This design comes from an exercise in tuning for small area and a short achievable clock period on the open sky130 flow, not from production work. The RTL was checked by simulation tests, not by an equivalence proof against the original design.

==> flow/config.mk <==
export PLATFORM = sky130hd
export DESIGN_NAME = alu_top
export DESIGN_NICKNAME = alu_top
export VERILOG_FILES = /design/flow/design.v
export SDC_FILE = /design/flow/constraint.sdc
export NUM_CORES = 4
export LEC_CHECK = 0
export CAP_MARGIN = 20
export CORE_MARGIN = 2
export CORE_UTILIZATION = 40
export SLEW_MARGIN = 20
==> flow/constraint.sdc <==
create_clock -name core_clock -period 90.0 [get_ports {clk}]
set_input_delay 18.0000 -clock core_clock [delete_from_list [all_inputs] [get_ports {clk}]]
set_output_delay 18.0000 -clock core_clock [all_outputs]
set_load 0.01 [all_outputs]
==> flow/design.v <==
module alu_top (
    input             clk,
    input      [15:0] a,
    input      [15:0] b,
    input      [2:0]  opcode,
    input      [1:0]  mode,
    output reg [31:0] result,
    output reg        eq
);
    reg [15:0] a_q;
    reg [15:0] b_q;
    reg [2:0]  opcode_q;
    reg [1:0]  mode_q;
    wire [31:0] alu_out;
    wire        alu_eq;
    ALU u_alu (.a(a_q), .b(b_q), .opcode(opcode_q), .mode(mode_q),
               .outALU(alu_out), .eq(alu_eq));
    always @(posedge clk) begin
        a_q      <= a;
        b_q      <= b;
        opcode_q <= opcode;
        mode_q   <= mode;
        result   <= alu_out;
        eq       <= alu_eq;
    end
endmodule

`timescale 1ns / 1ps
module logic_unit(a,b,opcode,outlu,eq);
input [15:0] a;
input [15:0] b;
input [2:0] opcode;
output [31:0] outlu;
output eq;
reg [31:0] outlu;
reg eq;
always@(a,b,opcode)
begin
	case(opcode)
	3'b000: outlu = {16'h0000, (a & b)};
	3'b001: outlu = {16'h0000, (a | b)};
	3'b010: outlu = {16'h0000, (a ^ b)};
	3'b011: outlu = {16'h0000, (~ a)};	
	default outlu = 32'h00000000;
	endcase
end
always@(a,b)
begin
	if( a == b) begin
	eq = 1;
	end
	else begin
	eq = 0;
	end
end
endmodule
`timescale 1ns / 1ps
module arith(a,b,opcode,outau);
input [15:0] a;
input [15:0] b;
input [2:0] opcode;
output [31:0] outau;
reg [31:0] outau;
always@(a,b,opcode)
begin
	case(opcode)
	3'b000: outau = {16'h0000, a + b};
	3'b001: outau = a * b;
	3'b010: if (a > b) begin
		outau = a - b;
		end
		else begin
		outau = b - a;
		end
	3'b011: if (a > b) begin
		outau = (b == 16'h0000) ? 32'hFFFFFFFF : a / b;
		end
		else begin
		outau = (a == 16'h0000) ? 32'hFFFFFFFF : b / a;
		end
	3'b100: outau = a + 1;
	3'b101: outau = a - 1;
	default outau = 32'h00000000;
	endcase
end
endmodule
`timescale 1ns / 1ps
module crypto(a,opcode,outcu);
input [15:0] a;
input [2:0] opcode;
output reg [31:0] outcu;
integer i;
always@(a,opcode)
begin
	outcu = 32'h00000000;
	case(opcode)
    3'b000: outcu = (a>>1) ^ a;
    3'b001: begin
        for (i=0; i<16; i=i+1) begin
        outcu[i] = ^(a>>i);  
    end
    end
	default outcu = 32'h00000000;
	endcase
end   
endmodule
`timescale 1ns / 1ps
module ALU( a, b, opcode, mode, outALU, eq);
input [15:0] a;
input [15:0] b;
input [2:0] opcode;
input [1:0] mode;
output [31:0] outALU;
output  eq;
reg [31:0] outALU;
reg eq;
wire [31:0] outau;
wire [31:0] outlu;
wire [31:0] outcu;
wire teq;
arith a1 (.a(a), .b(b), .opcode(opcode), .outau(outau));
logic_unit l1 (.a(a), .b(b), .opcode(opcode), .outlu(outlu), .eq(teq));
crypto d1 (.a(a),.opcode(opcode), .outcu(outcu));
always@(*)
begin
	if(mode == 2'b00) begin
	outALU = outlu;
	end
	else if (mode == 2'b01) begin
	outALU = outau;
	end
	else if (mode == 2'b10) begin
	outALU = outcu;
	end
	else begin
	outALU = 32'h00000000;
	end
	eq = teq;
end
endmodule
==> flow/run.sh <==
#!/bin/bash
# synth_recipe.tcl (not shown) runs the flow's synth.tcl, then flattens the netlist and writes it again
# the make line also repeats each setting of config.mk as NAME=value (left out here)
make -C /OpenROAD-flow-scripts/flow DESIGN_CONFIG=/design/flow/config.mk WORK_HOME=/design/flow/orfs CLKGATE_MAP_FILE= SYNTH_SCRIPT=/design/flow/synth_recipe.tcl finish
==> impl_metrics.env, run 1 <==
export IMPL_status="finished clean"
export IMPL_finalSetupViolCount=0
export IMPL_crit_type="reg -> reg"
export IMPL_drt_total_wl_um=234000
export IMPL_min_path_type="reg -> reg"
export IMPL_ant_nets=0
export IMPL_clk_latency_ps=420
export IMPL_die_height_um=386
export IMPL_avgSynthCellArea_um2=7.24
export IMPL_slew_limit_headroom_pct=37.0
export IMPL_design_area_um2=68900
export IMPL_pin_count=71
export IMPL_period_share_pct=94.7
export IMPL_drv_cap=0
export IMPL_num_rows=140
export IMPL_via_per_inst=6.11
export IMPL_synth_edf_count=0
export IMPL_drtPass1Iterations=7
export IMPL_endpoint_kind="flip-flop"
export IMPL_syn_area_um2=58300
export IMPL_synth_cell_types=139
export IMPL_cts_made_buffers=9
export IMPL_nNetsFinal=9917
export IMPL_critPathMaxFanout=14
export IMPL_grt_pass1_vias=61300
export IMPL_start_util_pct=40.2
export IMPL_required_ps=90270
export IMPL_h_tree_depth=3
export IMPL_hold_buffers=0
export IMPL_synth_yosys_seq_area_share_pct=2.40
export IMPL_clock_fmax_mhz=11.7
export IMPL_finalSetupTns_ps=0
export IMPL_clockBufferDepth=2
export IMPL_skew_ps=33.7
export IMPL_dr_total_vias=64900
export IMPL_synth_ff_type="dfxtp_1"
export IMPL_tightest_slew_ps=938
export IMPL_drtIter0Drc=5202
export IMPL_cts_root_buf="clkbuf_16"
export IMPL_arrival_ps=85500
export IMPL_grtUsageTotal_pct=30.0
export IMPL_grt_max_degree=58
export IMPL_placed_area_um2=65400
export IMPL_grt_ovfl_total=0
export IMPL_hold_ws_ps=956
export IMPL_finalMaxSlewViolations=0
export IMPL_portBuffers=70
export IMPL_crit_top_cell="o21a_1"
export IMPL_syn_to_final_growth_pct=18.2
export IMPL_async_flop_share_pct=0
export IMPL_antenna_found_initial=14
export IMPL_cp_top_family="compound AO/OA/AOI/OAI gates"
export IMPL_hpwl_um=184000
export IMPL_coreArea_um2=145000
export IMPL_critPathLaunchType="flip-flop"
export IMPL_cts_tree="done"
export IMPL_routabilityCongestion=0.981
export IMPL_synth_cells=8059
export IMPL_synth_seq_cells=70
export IMPL_die_w_um=386
export IMPL_grt_pass1_wl_um=354000
export IMPL_yosys_warnings=5
export IMPL_clkTransAtPathRegs_ps=90
export IMPL_max_stage_delay_ps=510
export IMPL_setup_ws_ps=4770
export IMPL_fillers=14600
export IMPL_utilization_pct=47.5
export IMPL_dieArea_um2=149000
export IMPL_cp_num_buf_inv=22
export IMPL_final_hold_violation_count=0
export IMPL_drcViolationCount=0
export IMPL_cts_sinks=70
export IMPL_drive_above_1_share_pct=17.9
export IMPL_min_period_ps=85230
export IMPL_pre_cts_ws_ps=-1740
export IMPL_cpMaxStageDelayCell="ha_1"
export IMPL_wl_per_cell_um=22.0
-- worst paths after layout --
path              from        end  slack (ps)  depth (start not counted)
max reg2reg     a_q[1]  result[0]        4770                        455
min          mode_q[1]  result[1]         960                          3
min reg2reg  mode_q[1]  result[1]         960                          3
max             a_q[1]  result[0]        4770                        455
-- placed cells by master, fill, tap and decap left out, types with 97 or more instances in the layout --
| master | n |
|---|---|
| nor3_1 | 436 |
| nand2_1 | 777 |
| o21a_1 | 425 |
| buf_4 | 761 |
| inv_1 | 402 |
| a21o_1 | 166 |
| ha_1 | 974 |
| fa_1 | 197 |
| nor2_1 | 705 |
| xnor2_1 | 293 |
| mux2_2 | 162 |
| o31ai_1 | 191 |
| o21ai_0 | 280 |
| a21oi_1 | 490 |
| nand4_1 | 97 |
| nand3_1 | 161 |
| xor2_1 | 154 |
-- what timing repair did --
action                                 in CTS  in global routing
cloned                                      4                  3
setup buffers                               9                151
setup endpoints to repair                   1                  3
resized for setup                          32                430
endpoints found under the hold margin       0                  0
pin swaps                                   9                155
-- area by class of cell --
type,instances,area [µm²],share of cell area (%)
tap,1917,2400,3.48
antenna,9,22.5,0.0327
clock buffer,9,225,0.327
inverter,435,1660,2.40
timing repair buffer,855,6750,9.79
sequential,70,1410,2.05
multi-input combinational,7316,56400,81.8
clock inverter,7,82.6,0.120
-- per-stage QoR --
step	std cells
CTS	10500
detailed placement	10400
floorplan	8074
global placement	10400
finish	10600
global route	10600
-- metal layers --
metal / global-route usage, % / vias to the layer above / part of all wire, %
met5: 0 / - / 0.019
met4: 9.33 / 6 / 3.8
met3: 4.59 / 432 / 7.4
met2: 48.6 / 2302 / 44
met1: 40.7 / 31000 / 45
li1: - / 31100 / -
-- logic make-up after synthesis --
family	count (synthesis)	share of synthesized area, %
compound gates	2468	28.9
mux	252	4.86
fa+ha+maj	1195	28.2
flops	70	2.40
other cells	1	0.00643
xor+xnor	449	6.77
buf+inv	694	4.66
simple gates	2930	24.3
-- worst reg2reg max path, delay by kind of cell (launching register included) --
kind | cells | cell delay, ps
AND/OR/NAND/NOR | 122 | 18300
flip-flops | 1 | 360
buffers and inverters | 22 | 3030
adder cells (fa/ha/maj) | 32 | 9500
multiplexers | 12 | 3360
AO/OA/AOI/OAI | 267 | 50490
-- cell usage after synthesis, types with 47 or more instances --
library cell,count,share of area (%)
fa_1,197,6.8
ha_1,995,21
nor3_1,454,3.9
o21a_1,429,5.5
xor2_1,155,2.3
xnor2_1,293,4.4
o21bai_1,60,0.77
nand2b_1,98,1.1
mux2_2,162,3.1
or3_1,66,0.71
clkbuf_1,183,1.2
nor4_1,53,0.57
o211ai_1,76,0.98
mux2i_1,79,1.4
or2_2,98,1.1
o31ai_1,205,2.6
nor2b_1,74,0.79
a21o_1,168,2.2
a21oi_1,567,4.9
nor2_1,737,4.7
nand2_1,798,5.1
and3_1,67,0.72
nand3_1,169,1.5
inv_1,419,2.7
dfxtp_1,70,2.4
and2_1,77,0.83
o21ai_0,333,2.9
nand4_1,97,1.0
a211oi_1,47,0.61
a31oi_1,84,0.90
-- sequential cells by signal, indices dropped and copies added, names as in the netlist --
register  cells
mode_q        2
eq            1
opcode_q      3
result       32
b_q          16
a_q          16
==> run 2, diff against run 1 <==
==> flow/design.v (replaced) <==
module alu_top (
    input             clk,
    input      [15:0] a,
    input      [15:0] b,
    input      [2:0]  opcode,
    input      [1:0]  mode,
    output reg [31:0] result,
    output reg        eq
);
    reg [15:0] a_q;
    reg [15:0] b_q;
    reg [2:0]  opcode_q;
    reg [1:0]  mode_q;
    wire [31:0] alu_out;
    wire        alu_eq;
    ALU u_alu (.a(a_q), .b(b_q), .opcode(opcode_q), .mode(mode_q),
               .outALU(alu_out), .eq(alu_eq));
    always @(posedge clk) begin
        a_q      <= a;
        b_q      <= b;
        opcode_q <= opcode;
        mode_q   <= mode;
        result   <= alu_out;
        eq       <= alu_eq;
    end
endmodule

module logic_unit(a, b, opcode, outlu, eq);
input  [15:0] a;
input  [15:0] b;
input  [2:0]  opcode;
output reg [15:0] outlu;
output eq;
wire [15:0] x = a ^ b;
assign eq = ~|x;
always @(*) begin
    case (opcode)
    3'b000:  outlu = a & b;
    3'b001:  outlu = a | b;
    3'b010:  outlu = x;
    3'b011:  outlu = ~a;
    default: outlu = 16'h0000;
    endcase
end
endmodule
module arith(a, b, opcode, outau);
input  [15:0] a;
input  [15:0] b;
input  [2:0]  opcode;
output reg [31:0] outau;
wire gt = a > b;
wire absop = (opcode == 3'b010);
wire inc   = (opcode == 3'b100);
wire dec   = (opcode == 3'b101);
wire [15:0] y = a ^ {16{absop & ~gt}};
wire [15:0] x = (b & {16{~(inc | dec)}}) ^ {16{(absop & gt) | dec}};
wire [16:0] s = y + x + (absop | inc);
wire [31:0] prod = a * b;
wire [15:0] q;
wire dz;
divu dv (.a(a), .b(b), .gt(gt), .q(q), .dz(dz));
always @(*) begin
    case (opcode)
    3'b000:  outau = {16'h0000, s[15:0]};
    3'b001:  outau = prod;
    3'b010:  outau = {16'h0000, s[15:0]};
    3'b011:  outau = {{16{dz}}, q};
    3'b100:  outau = {15'h0000, s[16:0]};
    3'b101:  outau = {{16{~s[16]}}, s[15:0]};
    default: outau = 32'h00000000;
    endcase
end
endmodule
module divu(a, b, gt, q, dz);
input  [15:0] a;
input  [15:0] b;
input  gt;
output [15:0] q;
output dz;
wire [15:0] n = gt ? a : b;
wire [15:0] d = gt ? b : a;
wire [16:0] za, zb;
assign za[16] = 1'b1;
assign zb[16] = 1'b1;
genvar k, j;
generate for (k = 15; k >= 0; k = k - 1) begin : zp
    assign za[k] = za[k+1] & ~a[k];
    assign zb[k] = zb[k+1] & ~b[k];
end endgenerate
wire [16:0] hz = za | zb;
assign dz = hz[0];
wire [15:0] r [0:15];
generate for (j = 0; j < 16; j = j + 1) begin : row
    wire [j:0] t;
    if (j == 0) begin : f
        assign t = n[15];
    end else begin : m
        assign t = {r[j-1][j-1:0], n[15-j]};
    end
    wire [j+1:0] df = {1'b0, t} - {1'b0, d[j:0]};
    wire qb = hz[j+1] & ~df[j+1];
    assign q[15-j] = qb;
    if (j < 15) begin : keep
        assign r[j] = qb ? df[j:0] : t;
    end
end endgenerate
endmodule
module crypto(a, opcode, outcu);
input  [15:0] a;
input  [2:0]  opcode;
output reg [15:0] outcu;
wire [15:0] g2b;
assign g2b[15] = a[15];
genvar i;
generate for (i = 14; i >= 0; i = i - 1) begin : pfx
    assign g2b[i] = g2b[i+1] ^ a[i];
end endgenerate
always @(*) begin
    case (opcode)
    3'b000:  outcu = (a >> 1) ^ a;
    3'b001:  outcu = g2b;
    default: outcu = 16'h0000;
    endcase
end
endmodule
module ALU(a, b, opcode, mode, outALU, eq);
input  [15:0] a;
input  [15:0] b;
input  [2:0]  opcode;
input  [1:0]  mode;
output reg [31:0] outALU;
output eq;
wire [31:0] outau;
wire [15:0] outlu;
wire [15:0] outcu;
arith      a1 (.a(a), .b(b), .opcode(opcode), .outau(outau));
logic_unit l1 (.a(a), .b(b), .opcode(opcode), .outlu(outlu), .eq(eq));
crypto     d1 (.a(a), .opcode(opcode), .outcu(outcu));
always @(*) begin
    case (mode)
    2'b00:   outALU = {16'h0000, outlu};
    2'b01:   outALU = outau;
    2'b10:   outALU = {16'h0000, outcu};
    default: outALU = 32'h00000000;
    endcase
end
endmodule
--- a/flow/config.mk
+++ b/flow/config.mk
@@ -5,7 +5,8 @@
 export SDC_FILE = /design/flow/constraint.sdc
 export NUM_CORES = 4
 export LEC_CHECK = 0
+export ABC_AREA = 1
 export CAP_MARGIN = 20
 export CORE_MARGIN = 2
-export CORE_UTILIZATION = 40
+export CORE_UTILIZATION = 55
 export SLEW_MARGIN = 20
==> run 2 against run 1 <==
Net effect: sequential cell count unchanged; critical path depth decreased by 258; clock skew down 21 ps; core utilization is 13 points higher; global-route usage grew 3.1 points; first-iteration DRC count decreased by 76%; hold slack worse by 250 ps; synthesized cell count down 66%; critical endpoint unchanged; maximum frequency grew to 2.5 times the previous value; highest routed layer unchanged; worst setup slack better by 51000 ps.
==> impl_metrics.env, run 2 <==
export IMPL_status="finished clean"
export IMPL_finalSetupViolCount=0
export IMPL_cts_setup_buffers=0
export IMPL_rr_startpoint="b_q[15]"
export IMPL_grt_util_met2_pct=54.6
export IMPL_min_period_ps=33750
export IMPL_crit_type="reg -> reg"
export IMPL_portBuffers=70
export IMPL_final_hold_violation_count=0
export IMPL_h_tree_depth=3
export IMPL_clk_latency_ps=370
export IMPL_synth_compound_area_share_pct=13.0
export IMPL_via_per_inst=5.52
export IMPL_grt_ovfl_total=0
export IMPL_synth_top_family_by_area="adder cells"
export IMPL_fin_cells=3269
export IMPL_final_common_cell="nand2_1"
export IMPL_dr_total_vias=18000
export IMPL_drtIter0Drc=1270
export IMPL_required_ps=90260
export IMPL_synth_area_leaders="fa_1 21%, ha_1 20%, nand2_1 12%"
export IMPL_clockBufferDepth=2
export IMPL_reg_top3="result: 32 flops, a_q: 16 flops, b_q: 16 flops"
export IMPL_reg2regPathDepth=197
export IMPL_grt_pass1_wl_um=98200
export IMPL_pre_cts_ws_ps=56490
export IMPL_utilization_pct=60.2
export IMPL_synth_edf_count=0
export IMPL_fillers=3415
export IMPL_clkTransAtPathRegs_ps=70
export IMPL_r2r_end="result[0]"
export IMPL_rsz0062_at_grt="no"
export IMPL_antenna_found_initial=1
export IMPL_die_height_um=194
export IMPL_clock_fmax_mhz=29.6
export IMPL_synth_top_cell_area_share_pct=21.1
export IMPL_synth_xor_area_share_pct=6.35
export IMPL_start_util_pct=55.8
export IMPL_synth_ff_type="dfxtp_1"
export IMPL_die_w_um=194
export IMPL_synth_top_area_cell="fa_1"
export IMPL_hold_buffers=0
export IMPL_critPathMaxFanout=40
export IMPL_wl_per_cell_um=18.5
export IMPL_drv_cap=0
export IMPL_largest_reg_flops=32
export IMPL_synth_seq_cells=70
export IMPL_tightest_slew_ps=1140
export IMPL_skew_ps=12.7
export IMPL_syn_area_um2=19900
export IMPL_cts_root_buf="clkbuf_16"
export IMPL_crit_path_end="result[0]"
export IMPL_synth_simple_gate_area_share_pct=19.5
export IMPL_period_share_pct=37.5
export IMPL_grtUsageTotal_pct=33.1
export IMPL_synth_cells=2776
export IMPL_setup_ws_ps=56250
export IMPL_arrival_ps=34010
export IMPL_min_path_type="reg -> reg"
export IMPL_synth_yosys_seq_area_share_pct=7.06
export IMPL_reg2reg_slack_ps=56250
export IMPL_grt_busiest_layer="met2"
export IMPL_grt_pass1_vias=18200
export IMPL_yosys_warnings=6
export IMPL_hold_ws_ps=704
export IMPL_finalMaxSlewViolations=0
export IMPL_n_antenna_cell=0
export IMPL_synth_commonest_cells="636 x nand2_1, 564 x inv_1, 310 x ha_1"
export IMPL_max_stage_delay_ps=920
export IMPL_cts_tree="done"
export IMPL_num_rows=69
export IMPL_placed_area_um2=21100
export IMPL_crit_top_cell="nand2_1"
export IMPL_drt_total_wl_um=60400
export IMPL_design_area_um2=21400
export IMPL_cts_made_buffers=9
export IMPL_met3_usage_pct=4.63
export IMPL_cp_startpoint="b_q[15]"
export IMPL_grt_max_degree=41
export IMPL_dieArea_um2=37600
export IMPL_syn_to_final_growth_pct=7.80
export IMPL_endpoint_kind="flip-flop"
export IMPL_muxShareOfSynthArea_pct=0.252
export IMPL_cpMaxStageDelayCell="dfxtp_1"
export IMPL_drtPass1Iterations=5
export IMPL_critPathLaunchType="flip-flop"
export IMPL_nNetsFinal=3360
export IMPL_avgSynthCellArea_um2=7.15
export IMPL_drcViolationCount=0
export IMPL_placed_cells=3253
export IMPL_final_cell_mix="636 x nand2_1, 564 x inv_1, 310 x ha_1, 209 x fa_1, 156 x o21ai_0"
export IMPL_synth_most_common_cell="nand2_1"
export IMPL_synth_fa_ha_area_share_pct=40.6
export IMPL_cts_sinks=70
export IMPL_synth_cell_types=56
export IMPL_ant_nets=0
export IMPL_gr_usage_met1_pct=43.3
export IMPL_slew_limit_headroom_pct=23.6
export IMPL_async_flop_share_pct=0
export IMPL_top_register="result"
export IMPL_pin_count=71
export IMPL_finalSetupTns_ps=0
export IMPL_routabilityCongestion=0.995
export IMPL_drive_above_1_share_pct=5.16
export IMPL_cts_resized_gates=0
export IMPL_hpwl_um=47500
export IMPL_coreArea_um2=35600
[run 2: cell types whose count changed after synthesis, sizes merged, moves of 141 or more]
cell   before  now
o21ai     368  201
nand2     801  656
o31ai     210   10
nor2      740  126
inv       426  567
mux2      164    0
nor3      464    9
o21a      430    2
xnor2     293   38
a21o      169    9
a21oi     573  135
ha        995  310
[run 2: critical path, delay by kind of cell (launching register included)]
family | cells | cell delay, ps
adders and majority gates | 17 | 5940
AOI/OAI and AO/OA | 78 | 11520
and+or+nand+nor | 78 | 11310
xor gates and xnor gates | 1 | 160
DFF | 1 | 920
muxes | 4 | 1280
buffers and inverters | 19 | 2400
[run 2: area by class of cell]
class | instances | area, µm² | share of cell area [%]
inverter | 572 | 2150 | 10.0
multi-input combinational | 2029 | 15900 | 74.1
timing repair buffer | 121 | 1080 | 5.06
sequential | 70 | 1400 | 6.55
clock buffer | 9 | 225 | 1.05
clock inverter | 7 | 120 | 0.561
tap | 461 | 577 | 2.69
[run 2: per-layer routing]
| metal | routed length [µm] | part of all wire (%) |
|---|---|---|
| met1 | 26000 | 43 |
| met2 | 27500 | 46 |
| met3 | 3980 | 6.6 |
| met4 | 2830 | 4.7 |
| met5 | 9 | 0.015 |
[run 2: kinds of logic (layout without fill, tap and decap cells)]
logic type,Yosys count,after routing
AO/OA/AOI/OAI,453,453
XOR/XNOR,144,144
adder cells (fa/ha/maj),519,519
buffers and inverters,677,709
flip-flops,70,70
multiplexers,5,5
AND/OR/NAND/NOR,908,908
[run 2: worst min-delay path by stage]
stage / start / endpoint / slack (ps) / cells after the start
after floorplan: mode_q[1] / result[0] / 520 / 1
after global placement: mode_q[0] / result[0] / 700 / 2
after detailed placement: mode_q[0] / result[0] / 690 / 2
after CTS: mode_q[0] / result[0] / 710 / 2
after global routing: mode_q[0] / result[0] / 740 / 2
final: mode_q[0] / result[0] / 700 / 2

[separate check: timing with driven ports]
No port has a modelled driver above. Below, the same layouts with a new extraction and two added sets of constraints.
Step 1 assumes that a clkbuf_16 drives the clock port and a buf_2 every other input.
Step 2, shift: input delay + t, output delay - t, t = (earliest + latest rising clock arrival at the registers) / 2. This alone moves slack from input paths to output paths.
a / b / c = ideal ports / drivers / drivers and shift; a / b = the first two.
| run | t (ns) | slack for setup (ns) | hold WS [ns] | clock arrival spread, ns |
|---|---|---|---|---|
| run 1 | 0.468 | 4.772 / 4.772 / 4.772 | 0.956 / 0.956 / 0.956 | 0.033 / 0.034 |
| run 2 | 0.418 | 56.255 / 56.255 / 56.255 | 0.704 / 0.704 / 0.704 | 0.013 / 0.012 |
After both steps setup and hold are still met in every run listed.
